Context: an optimization exercise on an open-source flow, tuned for small area. The choices shown serve that exercise and are no tape-out recipe. Only simulation tests tie the RTL to the original design; equivalence was not proved.

// Mesh
module Mesh(
    input clock,
    input [7:0] io_in_a_0_0,
    input [7:0] io_in_a_1_0,
    input [7:0] io_in_a_2_0,
    input [7:0] io_in_a_3_0,
    input [7:0] io_in_b_0_0,
    input [7:0] io_in_b_1_0,
    input [7:0] io_in_b_2_0,
    input [7:0] io_in_b_3_0,
    input [15:0] io_in_d_0_0,
    input [15:0] io_in_d_1_0,
    input [15:0] io_in_d_2_0,
    input [15:0] io_in_d_3_0,
    input io_in_control_0_0_propagate,
    input io_in_control_1_0_propagate,
    input io_in_control_2_0_propagate,
    input io_in_control_3_0_propagate,
    output [15:0] io_out_c_0_0,
    output [15:0] io_out_c_1_0,
    output [15:0] io_out_c_2_0,
    output [15:0] io_out_c_3_0
);
  wire [7:0]  a_in [0:3];
  wire [7:0]  b_in [0:3];
  wire [15:0] d_in [0:3];
  wire        p_in [0:3];
  assign a_in[0] = io_in_a_0_0; assign a_in[1] = io_in_a_1_0;
  assign a_in[2] = io_in_a_2_0; assign a_in[3] = io_in_a_3_0;
  assign b_in[0] = io_in_b_0_0; assign b_in[1] = io_in_b_1_0;
  assign b_in[2] = io_in_b_2_0; assign b_in[3] = io_in_b_3_0;
  assign d_in[0] = io_in_d_0_0; assign d_in[1] = io_in_d_1_0;
  assign d_in[2] = io_in_d_2_0; assign d_in[3] = io_in_d_3_0;
  assign p_in[0] = io_in_control_0_0_propagate; assign p_in[1] = io_in_control_1_0_propagate;
  assign p_in[2] = io_in_control_2_0_propagate; assign p_in[3] = io_in_control_3_0_propagate;
  reg  [7:0]  a_r [0:3][0:3];
  ...
Settings: LEC_CHECK=0, CAP_MARGIN=20, CORE_MARGIN=2, CORE_UTILIZATION=60, CTS_BUF_LIST=sky130_fd_sc_hd__clkbuf_16, CTS_CLUSTER_DIAMETER=80, CTS_CLUSTER_SIZE=30, PLACE_DENSITY=0.7, SLEW_MARGIN=20, SYNTH_HIERARCHICAL=1; clock period 5.0 ns.
standard.sh (not shown) runs the stock make flow with config.mk's settings and CLKGATE_MAP_FILE= SYNTH_SCRIPT=/design/flow/synth_recipe.tcl, a recipe that flattens the netlist after the stock synthesis.
==> flow/flow/run.sh <==
#!/bin/bash
# Own layout flow: the standard layout (standard.sh), with two changes.
# 1. Synthesis is synth_recipe.tcl, except that the final ABC technology
#    mapping runs flow/area.abc (area-oriented mapping followed by ABC's
#    timing-driven up/down sizing) in place of ORFS's speed script. The
#    registers, their names and cell types are the same as the standard
#    synthesis's.
# 2. Ports are buffered with sky130_fd_sc_hd__buf_1 instead of the buffer
#    ORFS picks by itself.
# Each tool writes its full log under orfs/logs/ (ORFS's own logs); the
# output of make itself goes to run_*.log in this folder.
set -euo pipefail
W=$(pwd)
F=$W/flow
{
  head -n 1 synth_recipe.tcl
  cat <<EOT
proc abc {args} {
  set i [lsearch -exact \$args -script]
  if { \$i >= 0 } { lset args [expr {\$i + 1}] $F/area.abc }
  yosys abc {*}\$args
}
EOT
  tail -n +2 synth_recipe.tcl
} > "$W/own_synth.tcl"
sed "s#SYNTH_SCRIPT=[^ ]*synth_recipe.tcl#SYNTH_SCRIPT=$W/own_synth.tcl#" standard.sh > "$W/own_standard.sh"
grep -q "SYNTH_SCRIPT=$W/own_synth.tcl" "$W/own_standard.sh"
export BUFFER_PORTS_ARGS="-buffer_cell sky130_fd_sc_hd__buf_1"
bash "$W/own_standard.sh" finish > "$W/run_finish.log" 2>&1
test -s "$W/out/final.def"
==> flow/flow/area.abc <==
strash
dch
map -a
topo
stime -c
upsize -c
dnsize -c
Edit:
- CAP_MARGIN: 20 -> 0
- CORE_UTILIZATION: 60 -> 80
- PLACE_DENSITY: 0.7 -> 0.88
- SLEW_MARGIN: 20 -> 0
=> The new run went through all stages and came out clean; via count goes up by 7.6%; global-route usage came out higher by 11 points; worst setup slack loses 0.034 ns.
Edit:
==> flow/run.sh (new file) <==
#!/bin/bash
# synth_recipe.tcl (not shown) runs the flow's synth.tcl, then flattens the netlist and writes it again
# the make line also repeats each setting of config.mk as NAME=value (left out here)
make -C /OpenROAD-flow-scripts/flow DESIGN_CONFIG=/design/flow/config.mk WORK_HOME=/design/flow/orfs CLKGATE_MAP_FILE= SYNTH_SCRIPT=/design/flow/synth_recipe.tcl finish
- ABC_AREA: default -> 1
- CAP_MARGIN: 0 -> 20
- CORE_UTILIZATION: 80 -> 60
- CTS_BUF_LIST: sky130_fd_sc_hd__clkbuf_16 -> sky130_fd_sc_hd__clkbuf_8
- CTS_CLUSTER_DIAMETER: 80 -> 60
- CTS_CLUSTER_SIZE: 30 -> 20
- PLACE_DENSITY: 0.88 -> 0.7
- SLEW_MARGIN: 0 -> 20
removed: flow/flow/run.sh
removed: flow/flow/area.abc
removed: flow/standard.sh
Effect:
- The changed run passed the timing, DRC and antenna checks
- final cell count goes up by 15%
- area after synthesis rose by 5.5%
- clock skew rose by 0.020 ns
- worst setup slack is better by 0.17 ns
- die area went up by 40%
- register-to-register slack gets better by 0.17 ns
Edit:
==> flow/flow/run.sh (new file) <==
#!/bin/bash
# Own layout flow: the standard layout (standard.sh), with two changes.
# 1. Synthesis is synth_recipe.tcl, except that the final ABC technology
#    mapping runs flow/area.abc (area-oriented mapping followed by ABC's
#    timing-driven up/down sizing) in place of ORFS's speed script. The
#    registers, their names and cell types are the same as the standard
#    synthesis's.
# 2. Ports are buffered with sky130_fd_sc_hd__buf_1 instead of the buffer
#    ORFS picks by itself.
# Each tool writes its full log under orfs/logs/ (ORFS's own logs); the
# output of make itself goes to run_*.log in this folder.
set -euo pipefail
W=$(pwd)
F=$W/flow
{
  head -n 1 synth_recipe.tcl
  cat <<EOT
proc abc {args} {
  set i [lsearch -exact \$args -script]
  if { \$i >= 0 } { lset args [expr {\$i + 1}] $F/area.abc }
  yosys abc {*}\$args
}
EOT
  tail -n +2 synth_recipe.tcl
} > "$W/own_synth.tcl"
sed "s#SYNTH_SCRIPT=[^ ]*synth_recipe.tcl#SYNTH_SCRIPT=$W/own_synth.tcl#" standard.sh > "$W/own_standard.sh"
grep -q "SYNTH_SCRIPT=$W/own_synth.tcl" "$W/own_standard.sh"
export BUFFER_PORTS_ARGS="-buffer_cell sky130_fd_sc_hd__buf_1"
bash "$W/own_standard.sh" finish > "$W/run_finish.log" 2>&1
test -s "$W/out/final.def"
==> flow/flow/area.abc (new file) <==
strash
dch
map -a
topo
stime -c
upsize -c
dnsize -c
==> flow/standard.sh (new file) <==
#!/bin/bash
# synth_recipe.tcl (not shown) runs the flow's synth.tcl, then flattens the netlist and writes it again
# the make line also repeats each setting of config.mk as NAME=value (left out here)
make -C /OpenROAD-flow-scripts/flow DESIGN_CONFIG=/design/flow/config.mk WORK_HOME=/design/flow/orfs CLKGATE_MAP_FILE= SYNTH_SCRIPT=/design/flow/synth_recipe.tcl "${@:-finish}"
- ABC_AREA: 1 -> default
- CAP_MARGIN: 20 -> 0
- CORE_UTILIZATION: 60 -> 70
- CTS_BUF_LIST: sky130_fd_sc_hd__clkbuf_8 -> sky130_fd_sc_hd__clkbuf_16
- CTS_CLUSTER_DIAMETER: 60 -> 80
- CTS_CLUSTER_SIZE: 20 -> 30
- PLACE_DENSITY: 0.7 -> 0.8
- SLEW_MARGIN: 20 -> 0
removed: flow/run.sh
Result:
- setup slack gets worse by 0.12 ns
- first-iteration DRC count grows by about a fifth
- final area shrinks by a few percent
- count of clock-buffer cells in the layout shrinks by 46

## afterwards: timing with drivers on the ports
Ports are ideal in the flow. The routed layouts listed here were re-timed in OpenROAD.
Step 1 assumes that a clkbuf_16 drives the clock port and a buf_2 every other input.
Step 2, shift: input delay + t, output delay - t, t = (earliest + latest rising clock arrival at the registers) / 2. This alone moves slack from input paths to output paths.
Three values: ideal ports, drivers, drivers and shift; two values: the first two.
run	t, ns	slack for setup (ns)	worst hold slack (ns)	slew at the worst register clock pin (ns)
the first run	0.726	0.221 / 0.221 / 0.221	0.324 / 0.324 / 0.324	0.11 / 0.11
the second run	0.706	0.187 / 0.187 / 0.187	0.326 / 0.326 / 0.326	0.12 / 0.12
the third run	0.807	0.354 / 0.354 / 0.354	0.312 / 0.312 / 0.312	0.12 / 0.12
the fourth run	0.708	0.237 / 0.237 / 0.237	0.323 / 0.323 / 0.323	0.11 / 0.11
After both steps setup and hold are still met in every run listed.
